What follows belongs to an exercise in optimizing a design on an open flow for small area, a short achievable clock period and few clock cycles; a production flow would make more cautious choices. In this exercise RTL edits were held to simulation tests only and were not proved equivalent to the original. Power and IR drop assume default switching activity.

<file path="flow/constraint.sdc">
create_clock -name core_clock -period 6.0 [get_ports {clk}]
set_input_delay 1.2000 -clock core_clock [delete_from_list [all_inputs] [get_ports {clk}]]
set_output_delay 1.2000 -clock core_clock [all_outputs]
set_load 0.01 [all_outputs]
</file>
<file path="flow/config.mk">
export PLATFORM = sky130hd
export DESIGN_NAME = cpu16
export DESIGN_NICKNAME = cpu16
export VERILOG_FILES = /design/flow/design.v
export SDC_FILE = /design/flow/constraint.sdc
export NUM_CORES = 8
export LEC_CHECK = 0
export CAP_MARGIN = 20
export CORE_MARGIN = 2
export CORE_UTILIZATION = 40
export SLEW_MARGIN = 20
</file>
<file path="flow/design.v">
`timescale 1ns / 1ps
module ALU(controlSignal, dataIn, dataOut, RIn, clk, Z, zClear, rst, ZNext);  
input clk, rst;
input [2:0] controlSignal;
input [15:0] dataIn, RIn;
input zClear;
output Z;
output ZNext;  
output [15:0] dataOut;
reg [15:0] dataOut;
reg Z;
reg ZNext;
parameter NOP=2'b000, ADD=2'b001, SUB=2'b010, 
	LSHIFT=2'b011, RSHIFT=3'b100, MOVR=3'b101, INC=3'b110;
always @(controlSignal or dataIn or RIn or zClear)
	begin
		case (controlSignal)
			NOP: dataOut <= dataIn;
			ADD: dataOut <= dataIn + RIn;
			SUB: dataOut <= dataIn-RIn;
			LSHIFT: dataOut <= dataIn << RIn;
			RSHIFT: dataOut <= dataIn >> RIn;
			MOVR: dataOut <= RIn;
			INC: dataOut <= dataIn + 16'd1;
			default dataOut <= 16'b0000000000000000;
		endcase
	end
	always @(*)
	begin
		if (Z==1 && zClear)
			ZNext = 0;
		else if (controlSignal==2 && dataOut==0)
			ZNext = 1;
		else
			ZNext = Z;
	end
	always @(posedge clk)
	begin
		if (rst)
			Z <= 0;
		else
			Z <= ZNext;
	end
endmodule
`timescale 1ns / 1ps
module busAMux(select, AC, AR, PC, DR, TR, busAout, EndOperations, clk);
	input [2:0] select;
	input [15:0] AC, AR, PC,  DR, TR;
	output [15:0] busAout;
	output EndOperations;
	input clk;
	reg [15:0] busAout;
	parameter ac=3'b000, ar=3'b001, pc=3'b010, dr=3'b011, tr=3'b100;
	assign EndOperations = (select == 6) ? 1 : 0;
	always @(select or AC or AR or PC or DR or TR)
	begin
		case (select)
			ac: busAout <= AC;
			ar: busAout <= AR;
			pc: busAout <= PC;
			dr: busAout <= DR;
			tr: busAout <= TR;
			default: busAout <= 0;
		endcase
	end
endmodule
`timescale 1ns / 1ps
module writeEnableMux(select, ACWE, ARWE, DRWE, IRWE, PCWE, RWE, TRWE);
	input [2:0] select;
	output ACWE, ARWE, DRWE, IRWE, PCWE, RWE, TRWE;
	reg ACWE, ARWE, DRWE, IRWE, PCWE, RWE, TRWE;
	parameter ac=3'b000, ar=3'b001, dr=3'b010, ir=3'b011, pc=3'b100, r=3'b101, tr=3'b110, pcanddr=3'b111;
	always @(select)
		begin
			ACWE<=0; ARWE<=0; DRWE<=0; IRWE<=0; PCWE<=0; RWE<=0; TRWE<=0;
			case (select)
				ac: ACWE <= 1;
				ar: ARWE <= 1;
				dr: DRWE <= 1;
				ir: IRWE <= 1;
				pc: PCWE <= 1;
				r: RWE <= 1;
				tr: TRWE <= 1;
				pcanddr: 
					begin
						PCWE <= 1;
						DRWE <= 1;
					end
			endcase
		end
endmodule
`timescale 1ns / 1ps
module register(clk, dataIn, dataOut, writeEnable, rst);
	input clk, writeEnable, rst;
	input [15:0] dataIn;
	output [15:0] dataOut;
	reg [15:0] dataOut;
	always @(posedge clk)
		begin
			if (rst)
				dataOut <= 0;
			else if (writeEnable)
				begin
					dataOut <= dataIn;
				end
		end
endmodule
`timescale 1ns / 1ps
module IRRegister(clk, dataIn, dataOut, writeEnable, rst, dataNext);
	input clk, writeEnable, rst;
	input [5:0] dataIn;
	output [5:0] dataOut;
	reg [5:0] dataOut;
	output [5:0] dataNext;
	assign dataNext = writeEnable ? dataIn : dataOut;
	always @(posedge clk)
		begin
			if (rst)
				dataOut <= 0;
			else if (writeEnable)
				begin
					dataOut <= dataIn;
				end
		end
endmodule
`timescale 1ns / 1ps
module controlUnit(clk, Z2ControlUnit, IR2ControlUnit, instruction2processingUnit, RAMorALUOut2DRIn , opcode, select, rst, EndOperations, IRNext2ControlUnit);
	input clk, Z2ControlUnit, rst, EndOperations;
	input [5:0] IR2ControlUnit, IRNext2ControlUnit;
	output [10:0] instruction2processingUnit;
	output RAMorALUOut2DRIn;
	output [5:0] opcode;  
	output select;  
	reg [18:0] instruction;
	wire [5:0] opcode;
	wire select;
	reg RAMorALUOut2DRIn;
	wire [5:0] opcodeNext;
	assign instruction2processingUnit = instruction[17:7];
	assign select = instruction[0];
	assign opcode = (select)? IR2ControlUnit: instruction[6:1];
	assign opcodeNext = (select)? IRNext2ControlUnit: instruction[6:1];
	parameter 
	fetch1=0,
	fetch2=1,
	fetch3=2,
	fetch4=3,
	ADD1=4,
	SUB1=5,
	NOP=6,
	LDAC1=7,
	LDAC2=8,
	LDAC3=9,
	LDAC4=10,
	LDAC5=11,
	LDAC6=12,
	LDAC7=13,
	MVAC2R1=14,
	MVR2AC1=15,
	MVAC2TR1=16,
	MVTR2DR1=17,
	STAC1=18,
	STAC2=19,
	STAC3=20,
	STAC4=21,
	STAC5=22,
	STAC6=23,
	JUMP1=24,
	JUMP2=25,
	JUMP3=26,
	JUMP4=27,
	JUMPZ1=28,
	JUMPZ2=29,
	JUMPZ3=30,
	JUMPZ4=31,
	CLAC1=32,
	LSHIFT1=33,
	RSHIFT1=34,
	ENDOPS=35,
	LOAD1=36,
	LOAD2=37,
	LOAD3=38,
	LOAD4=39,
	MVTR2AC1=40;
	always @(posedge clk)
		begin
			if (rst)
				RAMorALUOut2DRIn<=0;
			else if (!(EndOperations))
			begin
				case (opcode)
					fetch2: RAMorALUOut2DRIn<=1;
					fetch3: RAMorALUOut2DRIn<=1;
					LDAC2: RAMorALUOut2DRIn<=1;
					LDAC3: RAMorALUOut2DRIn<=1;
					LDAC5: RAMorALUOut2DRIn<=1;
					LDAC6: RAMorALUOut2DRIn<=1;
					STAC2: RAMorALUOut2DRIn<=1;
					STAC3: RAMorALUOut2DRIn<=1;
					JUMP2: RAMorALUOut2DRIn<=1;
					JUMP3: RAMorALUOut2DRIn<=1;
					JUMPZ2: RAMorALUOut2DRIn<=1;
					JUMPZ3: RAMorALUOut2DRIn<=1;
					LOAD2: RAMorALUOut2DRIn<=1;
					LOAD3: RAMorALUOut2DRIn<=1;
					default: RAMorALUOut2DRIn<=0;
				endcase
			end
		end
	always @(posedge clk)
		begin
			if (rst)
				instruction<=1;
			else if (!(EndOperations))
			begin
				if (!(Z2ControlUnit))
					begin
						case (opcodeNext)
							fetch1:instruction<=8706;
							fetch2:instruction<=470532;
							fetch3:instruction<=492550;
							fetch4:instruction<=13825;
							ADD1:instruction<=32768;
							SUB1:instruction<=65536;
							NOP:instruction<=206848;
							LDAC1:instruction<=8720;
							LDAC2:instruction<=470546;
							LDAC3:instruction<=492564;
							LDAC4:instruction<=12822;
							LDAC5:instruction<=291864;
							LDAC6:instruction<=492570;
							LDAC7:instruction<=12288;
							MVAC2R1:instruction<=2560;
							MVR2AC1:instruction<=192512;
							MVAC2TR1:instruction<=3072;
							MVTR2DR1:instruction<=17408;
							STAC1:instruction<=8742;
							STAC2:instruction<=470568;
							STAC3:instruction<=492586;
							STAC4:instruction<=12844;
							STAC5:instruction<=1070;
							STAC6:instruction<=12544;
							JUMP1:instruction<=8754;
							JUMP2:instruction<=470580;
							JUMP3:instruction<=492598;
							JUMP4:instruction<=14336;
							JUMPZ1:instruction<=8762;
							JUMPZ2:instruction<=470588;
							JUMPZ3:instruction<=492606;
							JUMPZ4:instruction<=14464;
							CLAC1:instruction<=258048;
							LSHIFT1:instruction<=98304;
							RSHIFT1:instruction<=131072;
							ENDOPS:instruction<=24646;
							LOAD1:instruction<=586;
							LOAD2:instruction<=291916;
							LOAD3:instruction<=291918;
							LOAD4:instruction<=12288;
							MVTR2AC1:instruction<=16384;
						endcase
					end
				else
					begin
						case (opcodeNext)
							fetch1:instruction<=8706;
							fetch2:instruction<=470532;
							fetch3:instruction<=492550;
							fetch4:instruction<=13825;
							ADD1:instruction<=32768;
							SUB1:instruction<=65536;
							NOP:instruction<=206848;
							LDAC1:instruction<=8720;
							LDAC2:instruction<=470546;
							LDAC3:instruction<=492564;
							LDAC4:instruction<=12822;
							LDAC5:instruction<=291864;
							LDAC6:instruction<=492570;
							LDAC7:instruction<=12288;
							MVAC2R1:instruction<=2560;
							MVR2AC1:instruction<=192512;
							MVAC2TR1:instruction<=3072;
							MVTR2DR1:instruction<=17408;
							STAC1:instruction<=8742;
							STAC2:instruction<=470568;
							STAC3:instruction<=492586;
							STAC4:instruction<=12844;
							STAC5:instruction<=1070;
							STAC6:instruction<=12544;
							JUMP1:instruction<=8754;
							JUMP2:instruction<=470580;
							JUMP3:instruction<=492598;
							JUMP4:instruction<=14336;
							JUMPZ1:instruction<=206976;
							CLAC1:instruction<=258048;
							LSHIFT1:instruction<=98304;
							RSHIFT1:instruction<=131072;
							ENDOPS:instruction<=24646;
							LOAD1:instruction<=586;
							LOAD2:instruction<=291916;
							LOAD3:instruction<=291918;
							LOAD4:instruction<=12288;
							MVTR2AC1:instruction<=16384;
						endcase
					end
				end
		end
endmodule
`timescale 1ns / 1ps
module processingUnit(clk, ALUControlSignal, busAMuxSelect, writeEnableSelect, zClear,
	RAM2DR, AR2BusAMuxRAM, DR2BusAMuxRAM, Z, IROut, RAMorALUOut2DRIn , AC2BusAMux, PC2BusAMux, R2ALU, TR2BusAMux, 
	busA2ALU, ALUOut, rst, EndOperations, IRNext, ZNext);
	input [2:0] ALUControlSignal, busAMuxSelect, writeEnableSelect;
	input clk, zClear, RAMorALUOut2DRIn, rst;
	input [15:0] RAM2DR;
	output [15:0] DR2BusAMuxRAM;
	output [15:0] AR2BusAMuxRAM;
	output [5:0] IROut;
	output Z, EndOperations;
	output ZNext;
	output [5:0] IRNext;
	output [15:0] AC2BusAMux, PC2BusAMux, R2ALU, TR2BusAMux, busA2ALU, ALUOut;  
	wire clk, rst;
	wire [15:0] ALUOut, AC2BusAMux,AR2BusAMuxRAM, PC2BusAMux, DR2BusAMuxRAM, TR2BusAMux, busA2ALU, R2ALU;
	wire [5:0] IROut;
	wire [15:0] RAM2DR;
	wire [15:0] DRInput;  
	assign DRInput = (RAMorALUOut2DRIn) ? RAM2DR : ALUOut;  
	register AC(clk, ALUOut, AC2BusAMux, ACWE, rst);
	register AR(clk, ALUOut, AR2BusAMuxRAM, ARWE, rst);
	register DR(clk, DRInput, DR2BusAMuxRAM, DRWE, rst);
	IRRegister IR(clk, ALUOut[5:0], IROut, IRWE, rst, IRNext);
	register PC(clk, ALUOut, PC2BusAMux, PCWE, rst);
	register R(clk, ALUOut, R2ALU, RWE, rst);
	register TR(clk, ALUOut, TR2BusAMux, TRWE, rst);
	busAMux busAMux(busAMuxSelect, AC2BusAMux, AR2BusAMuxRAM, PC2BusAMux, DR2BusAMuxRAM, TR2BusAMux, busA2ALU, EndOperations, clk);
	writeEnableMux writeEnableMux(writeEnableSelect, ACWE, ARWE, DRWE, IRWE, PCWE, RWE, TRWE);
	ALU ALU(ALUControlSignal, busA2ALU, ALUOut, R2ALU, clk, Z, zClear, rst, ZNext);
endmodule
`timescale 1ns / 1ps
module CPU(clk, RAM2DR, AR2BusAMuxRAM, RAMWriteEnable, DR2BusAMuxRAM, RAMorALUOut2DRIn , IROut, AC2BusAMux, PC2BusAMux, R2ALU, TR2BusAMux, 
	busA2ALU, ALUOut, opcode, select, rst, EndOperations, busAMuxSelect, Z);
	output [15:0] AC2BusAMux, PC2BusAMux, R2ALU, TR2BusAMux, busA2ALU, ALUOut;  
	output [5:0] IROut, opcode;  
	output select, EndOperations;  
	output [2:0] busAMuxSelect;  
	input [15:0] RAM2DR;
	input clk, rst;
	output RAMWriteEnable, Z;
	output [15:0] AR2BusAMuxRAM, DR2BusAMuxRAM;
	output RAMorALUOut2DRIn;
	wire [2:0] ALUControlSignal, busAMuxSelect, writeEnableSelect;
	wire RAMWriteEnable, zClear;
	wire [5:0] IR2ControlUnit, IROut;
	wire [10:0] instruction2processingUnit;
	wire RAMorALUOut2DRIn;
	wire [5:0] IRNext;
	wire Z2ControlUnit, ZNext;
	assign ALUControlSignal = instruction2processingUnit[10:8];
	assign busAMuxSelect = instruction2processingUnit[7:5];
	assign writeEnableSelect = instruction2processingUnit[4:2];
	assign RAMWriteEnable = instruction2processingUnit[1];
	assign zClear = instruction2processingUnit[0];
	assign Z2ControlUnit = ZNext;  
	assign IR2ControlUnit = IROut;
	processingUnit processingUnit(clk, ALUControlSignal, busAMuxSelect, writeEnableSelect,	zClear,
		RAM2DR, AR2BusAMuxRAM, DR2BusAMuxRAM, Z, IROut, RAMorALUOut2DRIn , AC2BusAMux, PC2BusAMux, R2ALU, TR2BusAMux, 
	busA2ALU, ALUOut, rst, EndOperations, IRNext, ZNext);
	controlUnit controlUnit(clk, Z2ControlUnit, IR2ControlUnit, instruction2processingUnit, RAMorALUOut2DRIn ,
	 opcode, select, rst, EndOperations, IRNext);
	wire [5:0] opcode;  
	wire select;  
endmodule
`timescale 1ns / 1ps
module cpu16(clk, rst, mem_rdata, mem_addr, mem_wdata, mem_we, halted);
	input clk, rst;
	input [15:0] mem_rdata;
	output [15:0] mem_addr, mem_wdata;
	output mem_we, halted;
	wire [15:0] AC2BusAMux, PC2BusAMux, R2ALU, TR2BusAMux, busA2ALU, ALUOut;
	wire [5:0] IROut, opcode;
	wire select, RAMorALUOut2DRIn, Z;
	wire [2:0] busAMuxSelect;
	CPU CPU(clk, mem_rdata, mem_addr, mem_we, mem_wdata, RAMorALUOut2DRIn, IROut, AC2BusAMux, PC2BusAMux, R2ALU, TR2BusAMux,
		busA2ALU, ALUOut, opcode, select, rst, halted, busAMuxSelect, Z);
endmodule
</file>
<file path="flow/run.sh">
#!/bin/bash
# synth_recipe.tcl (not shown) runs the flow's synth.tcl, then flattens the netlist and writes it again
# the make line also repeats each setting of config.mk as NAME=value (left out here)
make -C /OpenROAD-flow-scripts/flow DESIGN_CONFIG=/design/flow/config.mk WORK_HOME=/design/flow/orfs CLKGATE_MAP_FILE= SYNTH_SCRIPT=/design/flow/synth_recipe.tcl finish
</file>
==> results.toml, run 1 <==
[logic_synthesis]
synth-main-ff-cell = "dfxtp_1"
synth_top_area_share_pct = 23.34
synth_nets = 1510
synth_area_leaders = "dfxtp_1 23%, nor2_1 8.7%, a211oi_1 8.4%"
synth_seq_cells = 122
async_reset_ff_share_pct = 0
yosysUniqueCellTypes = 95
yosysTopAreaCell = "dfxtp_1"
synthesis.area_um2 = 10470
yosysSeqAreaShare_pct = 23.34
synthCells = 1474
syn-mean-instance-area_um2 = 7.101
synth_edf_count = 0
yosys_warnings = 13
synth.most_common_cell = "nor2_1"
synth_common_cells = "243 x nor2_1, 122 x dfxtp_1, 117 x a211oi_1"

[floorplanning]
pin_count = 52
placementRows = 59
start_util_pct = 40.39
dieArea_um2 = 27480
floorplan.die.height_um = 165.8
placeableCoreArea_um2 = 25910
die_w_um = 165.8

[critical_path]
critical_path_class = "register to register"
rr_startpoint = "CPU.controlUnit.instruction[13]$_SDFFE_PP0P_"
cp_common_cell = "buf_4"
cp.required_ps = 6360
start_kind = "register"
cp_slowest_stage_delay_ps = 490
crit_path_max_fanout = 12
end_kind = "register"
crit_family = "compound AO/OA/AOI/OAI gates"
reg2regPathDepth = 21
path_buf_inv = 5
worstReg2RegEnd = "CPU.controlUnit.instruction[5]$_SDFFE_PP0P_"
worst_ep_arrival_time_ps = 6120
critical_path.cell_chain = "buf_4, or4bb_1, o221a_2, inv_1, ha_1, mux2i_1, o21ai_0, a221oi_1, nor4b_1, o311ai_1, o31ai_2, buf_4, buf_4, nand3_1, o2111a_1, o22ai_1, o32a_1, o21ai_4, buf_4, or4_1, a21oi_1"
slowest_stage = "dfxtp_1"
rrSetupSlack_ps = 240

[drt]
route.detailed.drc = 0
drtPass1Iterations = 6
routed_via_density = 6.610
ant_nets = 0
wl_per_cell_um = 26.56
routed_wl_um = 50310
drt-initial-drc-count = 1571
vias = 12520

[timing]
min_period_ps = 5764
hold_viol_final = 0
slew_headroom_pct = 30.65
fmax_mhz = 173.5
worstMarginPinSlew_ps = 1039
skew_ps = 18.62
finalCritPeriodShare_pct = 96.07
finalSetupTns_ps = 0
setup_violations = 0
slew_viol_final = 0

[place]
placed_cell_area_um2 = 11880
portBuffers = 51
dpl.hpwl_um = 38100
gp_congestion = 1.034

[cells_and_area]
drive_gt1_share_pct = 14.56
final_nets = 1582
design_area_um2 = 12550
nFillCells = 2665
area_delta_synth_final_pct = 19.88
antennaDiodeCount = 0
multi_input_area_um2 = 7456
seqCellArea_um2 = 2444
final_util_pct = 48.42

[min_path]
holdPathEnd = "CPU.controlUnit.instruction[8]$_SDFFE_PP0P_"
min_from = "CPU.controlUnit.instruction[8]$_SDFFE_PP0P_"
worstHoldPathType = "register to register"
hold-path-cell-count = 2

[clocking]
clockBufferDepth = 2
cts_made_buffers = 17
clk_pin_slew_ps = 70
cts-root-buf = "clkbuf_16"
cts_tree = "yes"
insertion_delay_ps = 430
hold_buffers = 0
numClockSinks = 122
cts_max_level = 4

[global_routing]
use_met1_pct = 46.97
grtUsageTotal_pct = 35.42
antenna_found_initial = 1
grt-ovfl-total = 0
gr-usage-met3_pct = 5.863
grt_use_met2_pct = 55.06
grt_pass1_vias = 11640
grt_pass1_wl_um = 75270
grt_max_degree = 88
grt.busiest_layer = "met2"

[power_and_ir_drop]
power_leakage_nw = 4.553
pwr_density_cell_nw_per_um2 = 589.7
peakVddDrop_uv = 285.9

[job]
maxCapViolations = 0

[run_status]
status = "complete, no violations"
## cells by family after synthesis
family,after synthesis,synth area share [%]
xor+xnor,16,1.339
fa+ha+maj,18,2.152
simple gates,575,25.91
flops,122,23.34
buf+inv,162,6.611
mux,60,5.894
compound gates,521,34.76
## repair_timing
item | in CTS | in global routing
gates resized for setup | 2 | 15
setup endpoints to repair | 1 | 18
buffers inserted | 0 | 0
## tightest hold or removal path, delay by kind of cell (launching register included)
family | cells | cell delay (ps)
DFF | 1 | 310
AOI/OAI and AO/OA | 1 | 50
and+or+nand+nor | 1 | 60
## state kept, by name, indices dropped and copies added, names as in the netlist
register,cells
CPU.controlUnit.instruction,18
CPU.processingUnit.ALU.Z,1
CPU.processingUnit.PC.dataOut,16
CPU.processingUnit.AC.dataOut,16
CPU.processingUnit.TR.dataOut,16
CPU.processingUnit.AR.dataOut,16
CPU.controlUnit.RAMorALUOut2DRIn,1
CPU.processingUnit.DR.dataOut,16
CPU.processingUnit.IR.dataOut,6
CPU.processingUnit.R.dataOut,16
## power breakdown
part	leakage, nW	internal, mW	switching [mW]	total, mW
Combinational	3.29	1.84	3.32	5.17
Clock	0.273	0.551	0.467	1.02
Sequential	0.995	0.998	0.216	1.21
## cell type report
| cell class | count | area share, % |
|---|---|---|
| clock inverter | 15 | 1.197 |
| sequential | 122 | 19.48 |
| tap | 335 | 3.341 |
| clock buffer | 17 | 3.391 |
| timing repair buffer | 182 | 12.19 |
| multi-input combinational | 1190 | 59.42 |
| inverter | 33 | 0.9872 |
## worst max-delay path by stage
stage	from	to	slack, ps	depth (start not counted)
CTS	CPU.controlUnit.instruction[14]$_SDFFE_PP0P_	CPU.controlUnit.instruction[5]$_SDFFE_PP0P_	40	20
finish	CPU.controlUnit.instruction[13]$_SDFFE_PP0P_	CPU.controlUnit.instruction[5]$_SDFFE_PP0P_	240	21
global placement	CPU.controlUnit.instruction[14]$_SDFFE_PP0P_	CPU.controlUnit.instruction[5]$_SDFFE_PP0P_	60	20
detailed placement	CPU.controlUnit.instruction[12]$_SDFFE_PP0P_	CPU.controlUnit.instruction[5]$_SDFFE_PP0P_	20	20
floorplan	CPU.processingUnit.R.dataOut[1]$_SDFFE_PP0N_	CPU.controlUnit.instruction[11]$_SDFFE_PP0P_	170	26
global route	CPU.controlUnit.instruction[12]$_SDFFE_PP0P_	CPU.controlUnit.instruction[5]$_SDFFE_PP0P_	-10	21
## metrics by stage
stage / instances / setup WS [ps] / total power, mW / hold slack [ps]
after detailed placement: 1862 / 21.55 / 6.150 / 469.3
after CTS: 1894 / 36.80 / 7.195 / 482.1
after global placement: 1862 / 62.08 / 6.196 / 451.1
after global routing: 1894 / -10.19 / 7.734 / 506.3
after floorplan: 1474 / 174.4 / 4.146 / 441.3
final: 1894 / 236.1 / 7.399 / 470.6
## placed cells by master (no fill, tap or decap), types with 10 or more instances in the layout
cell type | netlist | routed
xnor2_1 | 15 | 15
o21ai_0 | 68 | 68
ha_1 | 18 | 18
o211ai_1 | 21 | 21
a211oi_1 | 117 | 117
nand3_1 | 37 | 37
nor2_1 | 243 | 239
clkbuf_16 | 0 | 17
a2111oi_0 | 11 | 11
inv_1 | 29 | 29
nor2b_1 | 10 | 10
a21o_1 | 10 | 10
nor4_1 | 19 | 17
nor3_1 | 62 | 60
o22ai_1 | 31 | 30
clkdlybuf4s50_1 | 0 | 50
a31oi_1 | 17 | 17
buf_4 | 5 | 129
nand2b_1 | 10 | 10
dfxtp_1 | 122 | 121
a21oi_1 | 112 | 111
mux2i_1 | 56 | 55
nand2_1 | 112 | 111
## per-layer routing
layer,vias to the layer above,part of all wire [%],wire length [um]
met3,171,7.5,3784
met1,5938,42,21050
met5,-,0,0
met2,698,45,22550
li1,5713,-,-
met4,0,5.8,2931
Testbench counts, summed over its fixed seeds: cycles 183,678.
==> run 2: changes to the inputs <==
==> flow/design.v (replaced) <==
`timescale 1ns / 1ps
module cpu16(clk, rst, mem_rdata, mem_addr, mem_wdata, mem_we, halted);
	input clk, rst;
	input [15:0] mem_rdata;
	output [15:0] mem_addr, mem_wdata;
	output mem_we, halted;
	reg [15:0] P, AC, R, TR;
	reg Z;
	reg [3:0] cnt;
	reg sEX;    
	reg sOLD;   
	reg sOST;   
	reg sOJ;    
	reg sDAT;   
	reg sFET;   
	reg sLDA;   
	reg sSHL;   
	reg sSHR;   
	reg sHLT;   
	reg selD;   
	wire [5:0] op = mem_rdata[5:0];
	wire b0 = op[0], b1 = op[1], b2 = op[2], b3 = op[3], b4 = op[4], b5 = op[5];
	wire g0 = ~b5 & ~b4, g1 = ~b5 & b4, g2 = b5;
	wire dAS     = g0 & ~b3 & ~b1;           
	wire dSUB    = g0 & ~b3 & ~b1 &  b0;
	wire dNOP    = g0 & ~b3 &  b1 & ~b0;
	wire dLDAC   = g0 & ~b3 &  b1 &  b0;
	wire dMVAC2R = g0 &  b3 & ~b0;
	wire dMVR2AC = g0 &  b3 &  b0;
	wire dMVAC2TR= g1 & ~b3 & ~b1 & ~b0;
	wire dSTAC   = g1 & ~b3 &  b1;
	wire dJ      = g1 &  b3;                 
	wire dMVTR2AC= g2 &  b3;
	wire dLOAD   = g2 & ~b3 &  b2;
	wire dCLAC   = g2 & ~b3 & ~b2 & ~b1 & ~b0;
	wire dSH     = g2 & ~b3 & ~b2 & (b1 ^ b0);   
	wire dEND    = g2 & ~b3 & ~b2 &  b1 &  b0;
	wire rbig = |R[15:4];
	wire rnz = |R[3:0];
	wire rmulti = ~rbig & (R[3] | R[2] | R[1]);    
	wire shlast = (cnt == R[3:0]);
	wire shmore = sEX & dSH & rmulti;
	wire sub = b0;
	wire [15:0] Rx = R ^ {16{sub}};
	wire [16:0] sum17 = {AC, sub} + {Rx, sub};
	wire [15:0] sum = sum17[16:1];
	wire eq = ~|(AC ^ R);
	assign mem_addr = selD ? mem_rdata : sLDA ? AC : P;
	assign mem_wdata = AC;
	assign mem_we = sOST;
	assign halted = sHLT;
	wire padv = (sEX & ~dLOAD & ~shmore) | sDAT | sFET | sOJ |
		((sSHL | sSHR) & shlast);
	wire kD = sDAT;
	wire kSL = (sEX & dSH & b0 & ~rbig & rnz) | sSHL;
	wire kSR = (sEX & dSH & b1 & ~rbig & rnz) | sSHR;
	wire kS = sEX & dAS;
	wire kR = sEX & dMVR2AC;
	wire kT = sEX & dMVTR2AC;
	wire kZ = sEX & (dCLAC | (dSH & rbig));
	wire kH = ~(kD | kSL | kSR | kS | kR | kT | kZ);
	wire [15:0] acn = ({16{kD}} & mem_rdata) | ({16{kSL}} & {AC[14:0], 1'b0}) |
		({16{kSR}} & {1'b0, AC[15:1]}) | ({16{kS}} & sum) | ({16{kR}} & R) |
		({16{kT}} & TR) | ({16{kH}} & AC);
	always @(posedge clk) begin
		if (rst) begin
			P <= 16'd0;
			AC <= 16'd0;
			R <= 16'd0;
			TR <= 16'd0;
			Z <= 1'b0;
			sEX <= 1'b0; sOLD <= 1'b0; sOST <= 1'b0; sOJ <= 1'b0;
			sDAT <= 1'b0; sFET <= 1'b1; sLDA <= 1'b0; sSHL <= 1'b0; sSHR <= 1'b0;
			sHLT <= 1'b0; selD <= 1'b0;
			cnt <= 4'd2;
		end else begin
			if (padv)
				P <= mem_addr + 16'd1;
			AC <= acn;
			if (sEX & dMVAC2R) R <= AC;
			if (sEX & dMVAC2TR) TR <= AC;
			if (sEX & dSUB & eq) Z <= 1'b1;
			else if (sOJ & ~selD) Z <= 1'b0;
			cnt <= (sSHL | sSHR) ? cnt + 4'd1 : 4'd2;
			sEX <= (sEX & ~(dNOP | dLDAC | dSTAC | dJ | dLOAD | dEND | shmore))
				| sDAT | sFET | sOJ | ((sSHL | sSHR) & shlast);
			sOLD <= sEX & dLDAC;
			sOST <= sEX & dSTAC;
			sOJ <= sEX & dJ;
			selD <= sEX & (dLDAC | dSTAC | (dJ & (~b2 | ~Z)));
			sDAT <= sOLD | sLDA;
			sFET <= (sEX & dNOP) | sOST;
			sLDA <= sEX & dLOAD;
			sSHL <= (sEX & dSH & b0 & rmulti) | (sSHL & ~shlast);
			sSHR <= (sEX & dSH & b1 & rmulti) | (sSHR & ~shlast);
			sHLT <= (sEX & dEND) | sHLT;
		end
	end
endmodule
--- a/flow/config.mk
+++ b/flow/config.mk
@@ -8,4 +8,5 @@
 export CAP_MARGIN = 20
 export CORE_MARGIN = 2
 export CORE_UTILIZATION = 40
+export SETUP_SLACK_MARGIN = 3.0
 export SLEW_MARGIN = 20
==> run 2 against run 1 <==
  * Still clean on timing, DRC and antenna
  * Routed wire length down 67%
  * Worst hold slack worse by 17 ps
  * First-iteration DRC count shrank 76%
  * Sequential share of layout area up 4.4 points
  * Via count is 59% lower
  * Highest routed layer unchanged
==> results.toml, run 2 <==
[run_status]
status = "complete, no violations"

[cells_and_area]
most-common-layout-cells = "83 x nand2_1, 79 x dfxtp_1, 56 x nor2_1, 49 x buf_4, 38 x xnor2_1"
final_nets = 739
final_common_cell = "nand2_1"
antennaDiodeCount = 0
area_delta_synth_final_pct = 28.53
drive_gt1_share_pct = 24.75

[timing]
hold_viol_final = 0
skew_ps = 7.946
finalCritPeriodShare_pct = 50.03
setup_violations = 0
finalSetupTns_ps = 0
rsz0062_at_grt = "true"
holdWs_ps = 453.9
worstMarginPinSlew_ps = 1098
slew_headroom_pct = 26.62
slew_viol_final = 0
fmax_mhz = 333.2
min_period_ps = 3002

[global_routing]
grt-ovfl-total = 0
grt_pass1_wl_um = 25820
grtUsageTotal_pct = 22.93
grt_max_degree = 42
antenna_found_initial = 0
grt_pass1_vias = 4840

[critical_path]
critical_path.cell_chain = "buf_4, nand2b_1, o21a_1, buf_2"
path_buf_inv = 2
critical_path_class = "input pin to output port"
start_kind = "input pin"
crit_path_max_fanout = 6
rrSetupSlack_ps = 3160
worst_ep_arrival_time_ps = 1800
cp_slowest_stage_delay_ps = 160
crit_start = "mem_rdata[2]"
rr_startpoint = "selD$_SDFF_PP0_"
crit_family = "buffers and inverters"
slowest_stage = "nand2b_1"
end_kind = "output port"
cp.required_ps = 4800

[floorplanning]
start_util_pct = 41.20
floorplan.die.height_um = 118.5
pin_count = 52
die_w_um = 118.5
placeableCoreArea_um2 = 12720
placementRows = 41
dieArea_um2 = 14040

[clocking]
insertion_delay_ps = 350
clk_pin_slew_ps = 60
cts_made_buffers = 9
cts_max_level = 3
cts-root-buf = "clkbuf_16"
cts_tree = "yes"
clockBufferDepth = 2
numClockSinks = 80

[logic_synthesis]
yosysSeqAreaShare_pct = 30.56
synth_nets = 682
syn-mean-instance-area_um2 = 8.126
synth_top_area_share_pct = 30.56
yosys_warnings = 1
synth.most_common_cell = "nand2_1"
async_reset_ff_share_pct = 0
yosysUniqueCellTypes = 62
synthCells = 645
synth-main-ff-cell = "dfxtp_1"
synth_area_leaders = "dfxtp_1 31%, xnor2_1 6.3%, mux2i_1 6.3%"
synthesis.area_um2 = 5241
yosysTopAreaCell = "dfxtp_1"
synth_edf_count = 0
synth_seq_cells = 80
synth_common_cells = "84 x nand2_1, 80 x dfxtp_1, 56 x nor2_1"

[min_path]
min_from = "TR[6]$_SDFFE_PP0P_"
worstHoldPathType = "register to register"

[drt]
drtPass1Iterations = 5
ant_nets = 0
vias = 5159
route.detailed.drc = 0
routed_wl_um = 16480
routed_via_density = 5.869
drt-initial-drc-count = 376
wl_per_cell_um = 18.75

[place]
portBuffers = 51
gp_congestion = 0.8855
dpl.hpwl_um = 11110

[power_and_ir_drop]
peakVddDrop_uv = 117.8
power_leakage_nw = 2.666
pwr_density_cell_nw_per_um2 = 198.6

[job]
maxCapViolations = 0
==> run 2: where the power goes <==
part	internal (mW)	switching (mW)
Sequential	0.545	0.0143
Combinational	0.119	0.129
Clock	0.303	0.227
Total	0.968	0.370
==> run 2: cell families (layout without fill, tap and decap cells) <==
| logic type | after synthesis | count (layout) | synth area share, % |
|---|---|---|---|
| buf+inv | 70 | 132 | 5.705 |
| simple gates | 218 | 218 | 19.93 |
| mux | 39 | 39 | 7.591 |
| compound gates | 158 | 158 | 21.48 |
| fa+ha+maj | 19 | 19 | 4.536 |
| flops | 80 | 80 | 30.56 |
| xor+xnor | 61 | 61 | 10.19 |
==> run 2: per-stage QoR <==
stage               cells  setup slack [ps]  instance area [um2]  utilization, %  total power, mW
floorplan             645              2601                 5360               -           0.7014
global route          879              2972                 6736           52.95            1.395
finish                879              2998                 6736           52.95            1.338
detailed placement    819              1497                 5832           45.84           0.7674
CTS                   860              2785                 6376           50.12            1.315
global placement      819              1543                 5832           45.84           0.7645
==> run 2: area by class of cell <==
type                            count  area [um2]
Fill cell                        1247        5986
Multi-Input combinational cell    495        3716
Sequential cell                    80        1605
Timing Repair Buffer              102       862.1
Clock buffer                       12       256.5
Tap cell                          172       215.2
Inverter                           14       52.55
Clock inverter                      4       28.78
==> run 2: timing repair <==
| item | CTS | global route |
|---|---|---|
| setup buffers | 25 | 16 |
| endpoints found under the setup margin | 84 | 40 |
| gates cloned | 0 | 3 |
| endpoints found under the hold margin | 0 | 0 |
| hold buffers | 0 | 0 |
| pin swaps | 6 | 16 |
| resized for setup | 149 | 60 |
==> run 2: final timing paths <==
path / cells after the start / end
max: 4 / mem_addr[2]
min: 2 / TR[6]$_SDFFE_PP0P_
max reg2reg: 15 / P[10]$_SDFFE_PP0P_
min reg2reg: 2 / TR[6]$_SDFFE_PP0P_
==> run 2: routing by layer <==
layer	wire (um)	global-route usage (%)	share of wire, %	vias to the layer above
met4	325	8.036	2.0	0
met2	7685	36.34	47	196
met3	1169	4.392	7.1	26
met5	0	0	0	-
met1	7299	31.12	44	2484
li1	-	-	-	2453
==> run 2: worst min-delay path: cells and delay by family, from the launching register on <==
kind,cells,cell delay (ps)
AOI/OAI and AO/OA,1,50
DFF,1,300
and+or+nand+nor,1,50
Testbench counts of run 2, summed over its fixed seeds: cycles 48,392.

==> afterwards: timing with drivers on the ports <==
The results above use ideal ports. As a check the final layouts listed here were re-extracted and re-timed, cells and wires unchanged. Step 1 assumes that a clkbuf_16 drives the clock port and a buf_2 every other input. Step 2 adds t to the input delays and takes it off the output delays; t is the mean of the earliest and latest rising clock arrival at the registers after step 1. Input paths then give back, and output paths get back, about the clock's delay inside the block. Three values: ideal, step 1, step 2; two values: the first two.
run	t (ns)	setup WS [ns]	hold WS [ns]
run 1	0.473	0.236 / 0.236 / 0.236	0.471 / 0.471 / 0.471
run 2	0.387	2.998 / 2.869 / 2.558	0.454 / 0.454 / 0.454
After both steps every run listed still meets setup and hold. The setup slack of run 2, which loses most, moves by -0.129 ns with the drivers and by -0.440 ns with both steps.
